Background: an optimization exercise with open tools, aiming at small area and a short achievable clock period. Do not read the settings as production practice.
Only simulation tests tie the RTL to the original design; equivalence was not proved.
Power and IR drop assume default switching activity.

File: design/flow/config.mk
export PLATFORM = sky130hd
export DESIGN_NAME = Tensor_Crossbar_Array_4m4n4k
export DESIGN_NICKNAME = Tensor_Crossbar_Array_4m4n4k
export VERILOG_FILES = /design/flow/design.v
export SDC_FILE = /design/flow/constraint.sdc
export NUM_CORES = 4
export LEC_CHECK = 0
export CAP_MARGIN = 20
export CORE_MARGIN = 2
export CORE_UTILIZATION = 40
export SLEW_MARGIN = 20
File: design/flow/constraint.sdc
create_clock -name core_clock -period 5.0 [get_ports {clk}]
set_input_delay 1.0000 -clock core_clock [delete_from_list [all_inputs] [get_ports {clk}]]
set_output_delay 1.0000 -clock core_clock [all_outputs]
set_load 0.01 [all_outputs]
File: design/flow/design.v
module Memristor_Infra_Booth_4bit (
    input wire clk                      ,  
    input wire rst                      ,  
    input wire start                    ,  
    input wire top                      ,  
    input wire bottom                   ,  
    input wire signed [3:0] delta_m     ,  
    output wire signed [7:0] result         
);
reg signed [7:0] phi;
assign result = phi;
always @(posedge clk) begin
    if (rst) begin
        phi <= 0                        ;
    end
    else if (start) begin
        case({top,bottom})
            2'b00: phi <= phi >>> 1  ;
            2'b11: phi <= phi >>> 1  ;
            2'b10: phi <= $signed({( ({phi[7],phi[7:4]} - {delta_m[3],delta_m})),phi[3:0]}) >>> 1  ;
            2'b01: phi <= $signed({( ({phi[7],phi[7:4]} + {delta_m[3],delta_m})),phi[3:0]}) >>> 1  ;
        endcase
    end
end
endmodule
module Memristor_Infra_multiplier_4bit (
    input wire clk                          ,  
    input wire rst                          ,  
    input wire start                        ,  
    input wire signed [3:0] multiplier      ,  
    input wire signed [3:0] multiplicand    ,  
    output wire signed [7:0] result         ,  
    output wire done                           
);
wire top, bottom                            ;  
reg enable                                  ;  
reg [2:0] bit_counter                       ;  
reg [3:0] multiplier_reg                    ;  
reg [3:0] multiplicand_reg                  ;  
reg done_reg                                ;  
assign done = done_reg                      ;
assign bottom = (bit_counter == 0) ? 1'b0 : multiplier_reg[bit_counter-1];
assign top = (bit_counter >= 4) ? 1'b0 : multiplier_reg[bit_counter]     ; 
Memristor_Infra_Booth_4bit booth_instance (
    .clk(clk)                                                           ,
    .rst(rst)                                                           ,
    .start(enable)                                                      ,
    .top(top)                                                           ,
    .bottom(bottom)                                                     ,
    .delta_m(multiplicand_reg)                                          ,
    .result(result)
)                                                                       ;
always @(posedge clk) begin
    if (rst) begin
        enable <= 1'b0                                                  ;
        bit_counter <= 3'd0                                             ;
        multiplier_reg <= 4'd0                                          ;
        multiplicand_reg <= 4'd0                                        ;
        done_reg <= 1'b0                                                ;
    end
    else if (start) begin
        if (!done_reg) begin 
            if (bit_counter == 3'd0 && !enable) begin
                multiplier_reg   <= multiplier                          ;
                multiplicand_reg <= multiplicand                        ;
                enable <= 1'b1                                          ;
                bit_counter <= 3'd0                                     ; 
            end
            else if (bit_counter < 3'd3) begin
                bit_counter <= bit_counter + 1'b1                       ;
            end
            else if (bit_counter == 3'd3) begin   
                enable <= 1'b0                                          ;
                bit_counter <= 3'd0                                     ;
                done_reg <= 1'b1                                        ;  
            end
        end
    end
end
endmodule
module Tensor_Simple_Output_Adder(
    input wire clk,
    input wire rst,
    input wire start,
    input signed [7:0] ele_0,
    input signed [7:0] ele_1,
    input signed [7:0] ele_2,
    input signed [7:0] ele_3,
    input signed [3:0] ele_k,
    output wire signed [15:0] result
);
reg signed [15:0] result_temp;
reg done;
assign result = result_temp;
always @(posedge clk) begin
    if (rst) begin
        result_temp <= 16'd0;
        done <= 0;
    end
    else if (start && !done) begin
        result_temp <= ele_0 + ele_1 + ele_2 + ele_3 + ele_k;
        done <= 1;
    end
end
endmodule
module Tensor_Crossbar_Array_4m4n4k(
    input wire clk                          ,    
    input wire rst                          ,    
    input wire start                        ,    
    input wire [15:0] cin_M_0               ,    
    input wire [15:0] cin_M_1               ,    
    input wire [15:0] cin_M_2               ,    
    input wire [15:0] cin_M_3               ,    
    input wire [15:0] cin_N_0               ,    
    input wire [15:0] cin_N_1               ,    
    input wire [15:0] cin_N_2               ,    
    input wire [15:0] cin_N_3               ,    
    input wire [15:0] cin_K_0               ,    
    input wire [15:0] cin_K_1               ,    
    input wire [15:0] cin_K_2               ,    
    input wire [15:0] cin_K_3               ,    
    output reg [15:0] data_out_col_0        ,    
    output reg [15:0] data_out_col_1        ,    
    output reg [15:0] data_out_col_2        ,    
    output reg [15:0] data_out_col_3             
);
integer i, j, k                             ;    
genvar a, b, c, d, e                        ;    
reg [3:0]   STATE                           ;    
reg [3:0]   Array_M [0:3] [0:3]             ;    
reg [3:0]   Array_N [0:3] [0:3]             ;    
reg [3:0]   Array_K [0:3] [0:3]             ;    
reg [2:0]   FLAG_OUTPUT                     ;    
reg rst_mul                                 ;    
reg start_mul                               ;    
reg done_mul                                ;    
wire done_signal [0:3][0:3][0:3]            ;    
wire [7:0] multiplier_out [0:3][0:3][0:3]   ;    
reg rst_adder                               ;    
reg start_adder                             ;    
wire [15:0] Adder_Result [0:3] [0:3]        ;    
generate     
    for(d = 0; d < 4; d = d + 1) begin: floor
        for(e = 0; e < 4; e = e + 1) begin: row
            Tensor_Simple_Output_Adder adder_inst (
                .clk(clk)                           ,
                .rst(rst_adder)                     ,
                .start(start_adder)                 ,
                .ele_0(multiplier_out[d][e][0])     ,
                .ele_1(multiplier_out[d][e][1])     ,
                .ele_2(multiplier_out[d][e][2])     ,
                .ele_3(multiplier_out[d][e][3])     ,
                .ele_k(Array_K[d][e])               ,
                .result(Adder_Result[d][e])
            );
        end
    end
endgenerate 
generate     
    for(a = 0; a < 4; a = a + 1) begin: floor_mul
        for(b = 0; b < 4; b = b + 1) begin: column_mul
            for(c = 0; c < 4; c = c + 1) begin: row_mul
                Memristor_Infra_multiplier_4bit multiplier_inst (
                    .clk(clk)                                   ,
                    .rst(rst_mul)                               ,
                    .start(start_mul)                           ,
                    .multiplier(Array_N[a][c])                  ,    
                    .multiplicand(Array_M[b][c])                ,    
                    .result(multiplier_out[a][b][c])            ,    
                    .done(done_signal[a][b][c])
                );
            end
        end
    end
endgenerate
reg temp_done;
always@(*) begin
    temp_done = 1'b1;
    for(i = 0; i < 4; i = i + 1) begin
        for(j = 0; j < 4; j = j + 1) begin
            for(k = 0; k < 4; k = k + 1) begin
                temp_done = temp_done & done_signal[i][j][k];
            end
        end
    end
end
always@(posedge clk) begin
    done_mul <= temp_done;
end
always @(posedge clk) begin
    if(STATE == 1) begin
        for(j = 0; j < 4; j = j + 1) begin
            for(i = 0; i < 4; i = i + 1) begin
                case(j)
                    0: Array_M[i][j] <= cin_M_0[15-4*i -: 4]    ;
                    1: Array_M[i][j] <= cin_M_1[15-4*i -: 4]    ;
                    2: Array_M[i][j] <= cin_M_2[15-4*i -: 4]    ;
                    3: Array_M[i][j] <= cin_M_3[15-4*i -: 4]    ;
                endcase
            end
        end
        for(i = 0; i < 4; i = i + 1) begin
            for(j = 0; j < 4; j = j + 1) begin
                case(i)
                    0: Array_N[i][j] <= cin_N_0[15-4*j -: 4]    ;
                    1: Array_N[i][j] <= cin_N_1[15-4*j -: 4]    ;
                    2: Array_N[i][j] <= cin_N_2[15-4*j -: 4]    ;
                    3: Array_N[i][j] <= cin_N_3[15-4*j -: 4]    ;
                endcase
                case(i)
                    0: Array_K[i][j] <= cin_K_0[15-4*j -: 4]    ;
                    1: Array_K[i][j] <= cin_K_1[15-4*j -: 4]    ;
                    2: Array_K[i][j] <= cin_K_2[15-4*j -: 4]    ;
                    3: Array_K[i][j] <= cin_K_3[15-4*j -: 4]    ;
                endcase
            end
        end
    end
end
always @(posedge clk) begin
    if(rst) begin
        STATE <= 0                ;
        FLAG_OUTPUT <= 'd0                  ;
        rst_mul <= 'd1                      ;
        start_mul <= 'd0                    ;
        rst_adder <= 'd1                    ;
        start_adder <= 'd0                  ;
        data_out_col_0 <= 'd0               ;
        data_out_col_1 <= 'd0               ;
        data_out_col_2 <= 'd0               ;
        data_out_col_3 <= 'd0               ;
    end
    else begin
        case(STATE)
            0: begin
                data_out_col_0 <= 'd0                                   ;
                data_out_col_1 <= 'd0                                   ;
                data_out_col_2 <= 'd0                                   ;
                data_out_col_3 <= 'd0                                   ;
            end
            2: begin
                rst_mul <= 0;
                start_mul <= 1;
            end
            3: begin
                start_mul <= 0;
                rst_adder <= 0;
                start_adder <= 1;
            end
            4: begin
                case(FLAG_OUTPUT)
                    1: begin
                        data_out_col_0 <= Adder_Result[0][0]            ;
                        data_out_col_1 <= Adder_Result[0][1]            ;
                        data_out_col_2 <= Adder_Result[0][2]            ;
                        data_out_col_3 <= Adder_Result[0][3]            ;
                    end
                    2: begin
                        data_out_col_0 <= Adder_Result[1][0]            ;
                        data_out_col_1 <= Adder_Result[1][1]            ;
                        data_out_col_2 <= Adder_Result[1][2]            ;
                        data_out_col_3 <= Adder_Result[1][3]            ;
                    end
                    3: begin
                        data_out_col_0 <= Adder_Result[2][0]            ;
                        data_out_col_1 <= Adder_Result[2][1]            ;
                        data_out_col_2 <= Adder_Result[2][2]            ;
                        data_out_col_3 <= Adder_Result[2][3]            ;
                    end
                    4: begin
                        data_out_col_0 <= Adder_Result[3][0]            ;
                        data_out_col_1 <= Adder_Result[3][1]            ;
                        data_out_col_2 <= Adder_Result[3][2]            ;
                        data_out_col_3 <= Adder_Result[3][3]            ;
                    end
                    default: ;
                endcase
            end
            default: ;
        endcase
        if(start) begin
            case(STATE)
                0: begin
                    STATE <= 1;
                end
                1: begin
                    STATE <= 2;
                end
                2: begin
                    if(done_mul) begin
                        STATE <= 3;
                    end
                end
                3: begin
                    STATE <= 4;
                end
                4: begin
                    if(FLAG_OUTPUT < 'd4) begin
                        FLAG_OUTPUT  <= FLAG_OUTPUT + 1;
                    end
                    else if(FLAG_OUTPUT == 'd4) begin
                        FLAG_OUTPUT <= 'd0;
                        STATE <= 0;    
                        start_adder <= 0;        
                        rst_mul <= 1;            
                        rst_adder <= 1;          
                    end
                end
                default: begin
                    STATE <= 0;
                end
            endcase
        end
    end
end
endmodule
File: design/flow/run.sh
#!/bin/bash
# synth_recipe.tcl (not shown) runs the flow's synth.tcl, then flattens the netlist and writes it again
# the make line also repeats each setting of config.mk as NAME=value (left out here)
make -C /OpenROAD-flow-scripts/flow DESIGN_CONFIG=/design/flow/config.mk WORK_HOME=/design/flow/orfs CLKGATE_MAP_FILE= SYNTH_SCRIPT=/design/flow/synth_recipe.tcl finish
==> run notes <==
-- cells in the final DEF (no fill, tap or decap), types with 55 or more instances in the layout --
cell             netlist  layout
inv_1               1009    1009
o211ai_1              99      99
nand2_1              824     824
nor3_1               162     156
mux2_2                72      72
nor2_1              1899    1899
buf_4                 35      91
nand3_1              205     205
clkdlybuf4s50_1        0     257
mux2i_1              887     887
clkbuf_16              0     229
xnor2_1              186     186
a21o_1               186     186
o21a_1                94      94
o21ai_0              491     491
nor2b_1              163     163
fa_1                 384     384
edfxtp_1             192     192
ha_1                 932     929
nand2b_1             135     135
nor4_1                55      55
mux4_2               110     110
a221oi_1              66      66
a31oi_1               95      95
xor2_1               277     277
dfxtp_1             1691    1685
a211oi_1             202     202
a21oi_1             1019    1018
nor4bb_1              64      64
-- kinds of logic after synthesis --
kind of cell             after synthesis  share of synthesized area
multiplexers                        1069                      0.107
adder cells (fa/ha/maj)             1316                      0.171
AO/OA/AOI/OAI                       2531                      0.137
AND/OR/NAND/NOR                     3754                      0.147
buffers and inverters               1545                     0.0532
XOR/XNOR                             463                     0.0358
flip-flops                          1883                      0.349
-- worst reg2reg max path: stages, from the launching register on --
cell      delay (ns)
dfxtp_1         0.34
fa_1            0.49
ha_1            0.24
fa_1            0.41
a21o_1          0.18
a21oi_1         0.23
o21bai_1        0.09
a21oi_1         0.22
xor2_1          0.10
buf_4           0.17
fa_1            0.48
inv_1           0.04
ha_1            0.36
a211o_1         0.32
o31ai_1         0.39
nor2b_1         0.09
o2111a_1        0.26
nor3_1          0.17
-- cell type report --
cell class | instances | area [sq um] | area share
clock buffers | 305 | 6380 | 0.0501
inverters | 1018 | 3820 | 0.0300
flip-flops and latches | 1883 | 39600 | 0.312
multi-input cells | 9133 | 67900 | 0.534
repair buffers | 368 | 3630 | 0.0285
clock inverters | 100 | 1180 | 0.00925
well taps | 3743 | 4680 | 0.0368
diodes | 4 | 10.0 | 0.0000787
-- path summary, 6_finish.rpt --
| kind | slack, ns | depth (start not counted) | start | end |
|---|---|---|---|---|
| worst max-delay path | 0.40 | 17 | flip-flop | floor[3].row[3].adder_inst.result_temp[12] |
| worst min-delay path | 0.45 | 2 | floor[3].row[2].adder_inst.result_temp[3] | floor[3].row[2].adder_inst.result_temp[3] |
| worst max register to register | 0.40 | 17 | flip-flop | floor[3].row[3].adder_inst.result_temp[12] |
| worst min register to register | 0.45 | 2 | floor[3].row[2].adder_inst.result_temp[3] | floor[3].row[2].adder_inst.result_temp[3] |
-- power by group through the flow --
stage	combinational (W)	clock (W)	sequential (W)
floorplan	0.00170	0	0.0159
CTS	0.00233	0.0173	0.0160
global placement	0.00231	0	0.0163
finish	0.00232	0.0169	0.0160
global route	0.00257	0.0179	0.0160
detailed placement	0.00231	0	0.0163
-- per-layer routing --
layer	vias to the layer above	global-route usage	part of all wire
li1	43597	-	-
met1	41144	0.322	0.49
met2	1839	0.328	0.43
met3	374	0.0270	0.053
met4	2	0.0624	0.030
met5	-	0	0.000038
-- repair_timing --
item	in CTS	in global routing
resized for setup	0	1
buffers inserted	0	0
setup endpoints to repair	0	2
hold buffers	0	0
-- stage by stage --
stage / total power, W / hold slack, ns
finish: 0.0352 / 0.452
global route: 0.0364 / 0.471
CTS: 0.0356 / 0.452
detailed placement: 0.0186 / 0.444
global placement: 0.0186 / 0.438
floorplan: 0.0176 / 0.425
==> metrics.yaml <==
global_routing:
  grtUsageTotal: 0.217
  grt_overflow: 0
  antenna_found_initial: 20
  grt_first_pass_wirelength_um: 487000
  grt_max_degree: 149
  first_global_vias: 79970
worst_setup_path:
  cp.required_ns: 5.82
  crit_type: "reg2reg"
  cp-start-kind: "flip-flop"
  critPathSlowestCell: "fa_1"
  worst-path-buf-inv: 2
  worstSetupEndpointType: "flip-flop"
  max_stage_delay_ns: 0.48
  cp_common_cell: "fa_1"
  worst-path-max-fanout: 6
  crit_arrival_ns: 5.43
  crit_family: "adder cells"
  path_cells: "fa_1 > ha_1 > fa_1 > a21o_1 > a21oi_1 > o21bai_1 > a21oi_1 > xor2_1 > buf_4 > fa_1 > inv_1 > ha_1 > a211o_1 > o31ai_1 > nor2b_1 > o2111a_1 > nor3_1"
finish:
  area_delta_synth_final_pct: 12.1
  drive_gt1_frac: 0.0575
  fin_area_sq_um: 127000
  fillers: 27344
  final_nets: 14138
  final_util: 0.451
  fin_cells: 16554
sta:
  relSlewSlack: 0.231
  drv_slew: 0
  tightestPinTransition_ns: 1.15
  rsz0062_at_grt: "false"
  finalSetupTns_ns: 0
  hold_viol_final: 0
  layout_min_cycle_time_ns: 4.60
  worst_slack_ns: 0.398
  timing.fmax_ghz: 0.217
  final-setup-viol-count: 0
  skew_ns: 0.0738
  period_share: 0.920
cts:
  cts_root_buffer: "clkbuf_16"
  htree_levels: 4
  clk_transition_reported_paths_ns: 0.06
  cts_buffer_depth: 4
  clkLatencyLatePin_ns: 0.91
  numCtsBuffers: 223
  cts_num_sinks: 1883
  cts_tree: "yes"
power:
  p_seq_frac: 0.453
  clock_power_share: 0.481
  power_frac_comb: 0.066
  power_switching_w: 0.00876
  p_int_w: 0.0264
  pwr_density_cell_nw_per_um2: 277
  p_sw_frac: 0.249
  p_leak_nw: 51.6
  max-vdd-ir-drop_v: 0.000262
synthesis:
  syn_area_sq_um: 113000
  ys.flop_type: "dfxtp_1"
  synth.yosys.seq_area_share: 0.349
  netlist_instances: 12561
  synth_warnings: 10
  synth-async-reset-ratio: 0
  synth_top_area_frac: 0.298
  synth_top_cells_by_count: "nor2_1 (1,899), dfxtp_1 (1,691), a21oi_1 (1,019)"
  yosysMostFrequentCell: "nor2_1"
  synth.distinct_cells: 73
  syn_nets: 14072
  syn_avg_cell_area_sq_um: 9.03
  post-synth-top-area-cell: "dfxtp_1"
  synth_area_leaders: "dfxtp_1 (30%), ha_1 (10%), mux2i_1 (7.8%), fa_1 (6.8%), nor2_1 (6.3%)"
  synth_edf_count: 192
  ys_ff_latch: 1883
detailed_routing:
  routed_wl_um: 319000
  drc: 0
  vias: 86956
  drt-wirelength-per-cell_um: 19.2
  via_per_inst: 5.25
  antenna_left: 0
  firstDrtPassIters: 5
  drtIter0Drc: 6326
placed_design:
  placed_cell_area_sq_um: 120000
  dp_hpwl_um: 243000
  place_ws_ns: 0.393
  portBuffers: 258
  place.gp.congestion: 0.886
  dp.cells: 16144
floorplan:
  placementRows: 195
  dieArea_sq_um: 288000
  ios: 259
  die_h_um: 537
  start_util: 0.402
  chipWidth_um: 537
  core_area_sq_um: 282000
job:
  maxCapViolCount: 0
status:
  status: "finished clean"
hold_path:
  hold_class: "reg2reg"

==> static timing again, ports no longer ideal <==
Ports are ideal in the flow. The routed layout listed here was re-timed in OpenROAD.
Step 1 assumes that a clkbuf_16 drives the clock port and a buf_2 every other input.
Step 2 times the ports against the registers' clock, not the clock port: input delays grow and output delays shrink by t, the midpoint of the rising clock arrivals with the driver on.
a / b / c = ideal / step 1 / step 2; a / b = the first two.
shift t [ns]: 0.959
setup slack, ns: 0.398 / 0.398 / 0.398
latest minus earliest clock arrival (ns): 0.076 / 0.076
slew at the worst register clock pin (ns): 0.07 / 0.07
After both steps this run still meets setup and hold. The setup slack of this run moves by 0.000 ns with the drivers and by 0.000 ns with both steps.
